Context: an optimization exercise on an open-source flow, tuned for small area, a short achievable clock period and few clock cycles per item. The choices shown serve that exercise and are no tape-out recipe.
Where RTL was checked, it was by simulation tests only, not by an equivalence proof against the original.
Power is estimated from default activity; no workload was simulated.

== the previous run ==
==> flow/design.v <==
module fpadder (output logic [31:0] sum, output logic ready,
                input logic [31:0] a, input logic clock, nreset);
    logic [1:0] state;
    always_ff @(posedge clock, negedge nreset)
        if (!nreset) state <= 2'b00;
        else         state <= {state[1] ^ state[0], state[1] | ~state[0]};
    assign ready = state[1] & state[0];
    logic load;
    assign load = state[1] & ~state[0];
    logic [31:0] n;
    always_ff @(posedge clock) n <= a;
    function automatic logic less(input logic [31:0] x, input logic [31:0] y);
        logic [31:0] g, p;
        g = ~x & y;
        p = ~x | y;
        for (int w = 1; w < 32; w = w * 2)
            for (int j = 0; j + w < 32; j += 2 * w) begin
                g[j + 2*w - 1] = g[j + 2*w - 1] | (p[j + 2*w - 1] & g[j + w - 1]);
                p[j + 2*w - 1] = p[j + 2*w - 1] & p[j + w - 1];
            end
        less = g[31];
    endfunction
    function automatic logic [4:0] lzc32(input logic [31:0] x);
        logic [15:0] z1, c1;
        logic [7:0]  z2;
        logic [7:0][1:0] c2;
        logic [3:0]  z3;
        logic [3:0][2:0] c3;
        logic [1:0]  z4;
        logic [1:0][3:0] c4;
        for (int i = 0; i < 16; i++) begin
            z1[i] = ~x[2*i+1] & ~x[2*i];
            c1[i] = ~x[2*i+1];
        end
        for (int i = 0; i < 8; i++) begin
            z2[i] = z1[2*i+1] & z1[2*i];
            c2[i] = z1[2*i+1] ? {1'b1, c1[2*i]} : {1'b0, c1[2*i+1]};
        end
        for (int i = 0; i < 4; i++) begin
            z3[i] = z2[2*i+1] & z2[2*i];
            c3[i] = z2[2*i+1] ? {1'b1, c2[2*i]} : {1'b0, c2[2*i+1]};
        end
        for (int i = 0; i < 2; i++) begin
            z4[i] = z3[2*i+1] & z3[2*i];
            c4[i] = z3[2*i+1] ? {1'b1, c3[2*i]} : {1'b0, c3[2*i+1]};
        end
        lzc32 = z4[1] ? {1'b1, c4[0]} : {1'b0, c4[1]};
    endfunction
    logic [7:0]  em, en;
    logic [22:0] fm, fn;
    logic        sm, sn;
    assign {sm, em, fm} = a;
    assign {sn, en, fn} = n;
    logic nan_m, nan_n, inf_m, inf_n, sg, ege, flip;
    logic [8:0]  dmn;
    logic [7:0]  dnm, d;
    logic [23:0] bg, sml, shifted;
    logic [24:0] s1;
    logic [25:0] sum26;
    logic        nan1, inf1, sign1;
    logic [7:0]  exp1;
    always_comb begin
        nan_m = (em == 8'hff) & (fm != 0);
        nan_n = (en == 8'hff) & (fn != 0);
        inf_m = (em == 8'hff) & (fm == 0);
        inf_n = (en == 8'hff) & (fn == 0);
        sg    = (sm == sn);
        dmn   = {1'b0, em} - {1'b0, en};
        dnm   = en - em;
        ege   = ~less({24'b0, em}, {24'b0, en});
        d     = ege ? dmn[7:0] : dnm;
        bg    = ege ? {1'b1, fm} : {1'b1, fn};
        sml   = ege ? {1'b1, fn} : {1'b1, fm};
        shifted = (d[7:5] != 0) ? 24'b0 : (sml >> d[4:0]);
        flip  = ~sg & (em == en) & (fm < fn);
        sum26 = {({1'b0, bg} ^ {25{flip}}), 1'b1} + {({1'b0, shifted} ^ {25{~sg & ~flip}}), ~sg};
        s1    = sum26[25:1];
        exp1  = ege ? em + 8'd1 : en + 8'd1;    
        sign1 = (ege & ~flip) ? sm : sn;
        nan1  = nan_m | nan_n;
        inf1  = (inf_m | inf_n) & ~(inf_m & inf_n & ~sg);
    end
    logic [24:0] s;
    logic [7:0]  e;      
    logic        sgn, nan, inf;
    always_ff @(posedge clock)
        if (load) begin
            s   <= s1;
            e   <= exp1;
            sgn <= sign1;
            nan <= nan1;
            inf <= inf1;
        end
    logic [4:0]  lz;
    logic [24:0] norm;
    logic [31:0] x0, x1, x2, x3, x4, x5;
    logic [7:0]  eo;
    logic        zero, ovf;
    always_comb begin
        lz   = lzc32({s, 7'b1000000});
        norm = s << lz;
        eo   = e - {3'b0, lz};
        zero = (s == 0) | (s[24] & (e == 8'h01) & (s[22:0] == 0));
        ovf  = s[24] & (e == 8'hff);
        if (nan)             sum = 32'h7fffffff;
        else if (inf | ovf)  sum = {sgn, 8'hff, 23'h0};
        else if (zero)       sum = 32'h0;
        else                 sum = {sgn, eo, norm[23:1]};
    end
endmodule
==> flow/config.mk <==
export PLATFORM = sky130hd
export DESIGN_NAME = fpadder
export DESIGN_NICKNAME = fpadder
export VERILOG_FILES = /design/flow/design.v
export SDC_FILE = /design/flow/constraint.sdc
export NUM_CORES = 4
export LEC_CHECK = 0
export ABC_AREA = 1
export CAP_MARGIN = 20
export CORE_MARGIN = 2
export CORE_UTILIZATION = 50
export SLEW_MARGIN = 20
==> flow/constraint.sdc <==
create_clock -name core_clock -period 20.0 [get_ports {clock}]
set_input_delay 4.0000 -clock core_clock [delete_from_list [all_inputs] [get_ports {clock}]]
set_output_delay 4.0000 -clock core_clock [all_outputs]
set_load 0.01 [all_outputs]
standard.sh (not shown) runs the stock make flow with config.mk's settings and CLKGATE_MAP_FILE= SYNTH_SCRIPT=/design/flow/synth_recipe.tcl, a recipe that flattens the netlist after the stock synthesis.
==> flow/flow/run.sh <==
#!/bin/bash
# Standard ORFS flow (the standard.sh) with two changes to how the layout
# is made: repair_timing is asked to leave a setup margin, so that it shortens
# the critical path well below the clock period, and the port buffers use a
# plain buffer cell instead of the delay cell buffer_ports picks by default.
set -uo pipefail
bash standard.sh SETUP_SLACK_MARGIN=11 "BUFFER_PORTS_ARGS=-buffer_cell sky130_fd_sc_hd__buf_2" finish > standard.log 2>&1
Changes in the current run relative to the previous run:
==> flow/design.v <==
module fpadder (output logic [31:0] sum, output logic ready,
                input logic [31:0] a, input logic clock, nreset);
    logic [1:0] state;
    always_ff @(posedge clock, negedge nreset)
        if (!nreset) state <= 2'b00;
        else         state <= {state[1] ^ state[0], state[1] | ~state[0]};
    assign ready = state[1] & state[0];
    logic load;
    assign load = state[1] & ~state[0];
    logic [31:0] n;
    always_ff @(posedge clock) n <= a;
    logic [7:0]  em, en;
    logic [22:0] fm, fn;
    logic        sm, sn;
    assign {sm, em, fm} = a;
    assign {sn, en, fn} = n;
    logic nan_m, nan_n, inf_m, inf_n, sg, ege, flip;
    logic [8:0]  dmn;
    logic [7:0]  dnm, d;
    logic [23:0] bg, sml, shifted;
    logic [24:0] s1;
    logic [25:0] sum26;
    logic        nan1, inf1, sign1;
    logic [7:0]  exp1;
    always_comb begin
        nan_m = (em == 8'hff) & (fm != 0);
        nan_n = (en == 8'hff) & (fn != 0);
        inf_m = (em == 8'hff) & (fm == 0);
        inf_n = (en == 8'hff) & (fn == 0);
        sg    = (sm == sn);
        dmn   = {1'b0, em} - {1'b0, en};
        dnm   = en - em;
        ege   = ~dmn[8];
        d     = ege ? dmn[7:0] : dnm;
        bg    = ege ? {1'b1, fm} : {1'b1, fn};
        sml   = ege ? {1'b1, fn} : {1'b1, fm};
        shifted = (d[7:5] != 0) ? 24'b0 : (sml >> d[4:0]);
        flip  = ~sg & (em == en) & (fm < fn);
        sum26 = {({1'b0, bg} ^ {25{flip}}), 1'b1} + {({1'b0, shifted} ^ {25{~sg & ~flip}}), ~sg};
        s1    = sum26[25:1];
        exp1  = ege ? em : en;
        sign1 = (ege & ~flip) ? sm : sn;
        nan1  = nan_m | nan_n;
        inf1  = (inf_m | inf_n) & ~(inf_m & inf_n & ~sg);
    end
    logic [24:0] s;
    logic [7:0]  e;
    logic        sgn, nan, inf;
    always_ff @(posedge clock)
        if (load) begin
            s   <= s1;
            e   <= exp1;
            sgn <= sign1;
            nan <= nan1;
            inf <= inf1;
        end
    logic [4:0]  lz;
    logic [24:0] norm;
    logic [31:0] x0, x1, x2, x3, x4, x5;
    logic [7:0]  eo;
    logic        zero, ovf;
    always_comb begin
        x0 = {s, 7'b0};
        lz[4] = (x0[31:16] == 0); x1 = lz[4] ? {x0[15:0], 16'b0} : x0;
        lz[3] = (x1[31:24] == 0); x2 = lz[3] ? {x1[23:0], 8'b0} : x1;
        lz[2] = (x2[31:28] == 0); x3 = lz[2] ? {x2[27:0], 4'b0} : x2;
        lz[1] = (x3[31:30] == 0); x4 = lz[1] ? {x3[29:0], 2'b0} : x3;
        lz[0] = (x4[31] == 0);    x5 = lz[0] ? {x4[30:0], 1'b0} : x4;
        norm = x5[31:7];
        eo   = e + 8'd1 - {3'b0, lz};
        zero = (s == 0) | (s[24] & (e == 8'h00) & (s[22:0] == 0));
        ovf  = s[24] & (e == 8'hfe);
        if (nan)             sum = 32'h7fffffff;
        else if (inf | ovf)  sum = {sgn, 8'hff, 23'h0};
        else if (zero)       sum = 32'h0;
        else                 sum = {sgn, eo, norm[23:1]};
    end
endmodule
## What came out
Portion of total power attributed to the clock network of the current run is on par with the previous run. The previous run -> the current run: routed length on met1 decreased by more than 10%. In the current run relative to the previous run, count of routing violations after the opening detailed-route iteration had gone down by a few percent. The previous run → the current run: count of clock-buffer cells in the layout saw a decrease, worst hold slack went down 0.0043 ns. Final standard cell utilization of the core: lower on the previous run. [compare] base=the previous run new=the current run: number of standard cells in the final layout excluding fillers lower; sequential cell count roughly the same; post-route cell area lower; portion of total power attributed to sequential cells higher. Diff the previous run -> the current run: sum of routed wire length over all layers down about 12%; layout buffer count excluding clock buffers up 8.
Testbench counts of the current run, summed over its fixed seeds: cycles 9,600, items 3,200.
The RTL of the previous run was laid out without a check of its function.

-- what the ideal ports hide --
No port has a modelled driver above. Below, the same layouts with a new extraction and two added sets of constraints.
Step 1, drivers: a clkbuf_16 drives clock and a buf_2 each remaining input, both assumed.
Step 2, shift: input delay + t, output delay - t, t = (earliest + latest rising clock arrival at the registers) / 2. This alone moves slack from input paths to output paths.
a / b / c = ideal / step 1 / step 2; a / b = the first two.
run | t, ns | slack for setup (ns) | hold slack, ns
the previous run | 0.392 | 11.495 / 11.524 / 11.132 | 0.570 / 0.570 / 0.570
the current run | 0.394 | 11.348 / 11.302 / 11.029 | 0.565 / 0.565 / 0.565
After both steps every run listed still meets setup and hold. The setup slack of the previous run, which loses most, moves by +0.029 ns with the drivers and by -0.363 ns with both steps.
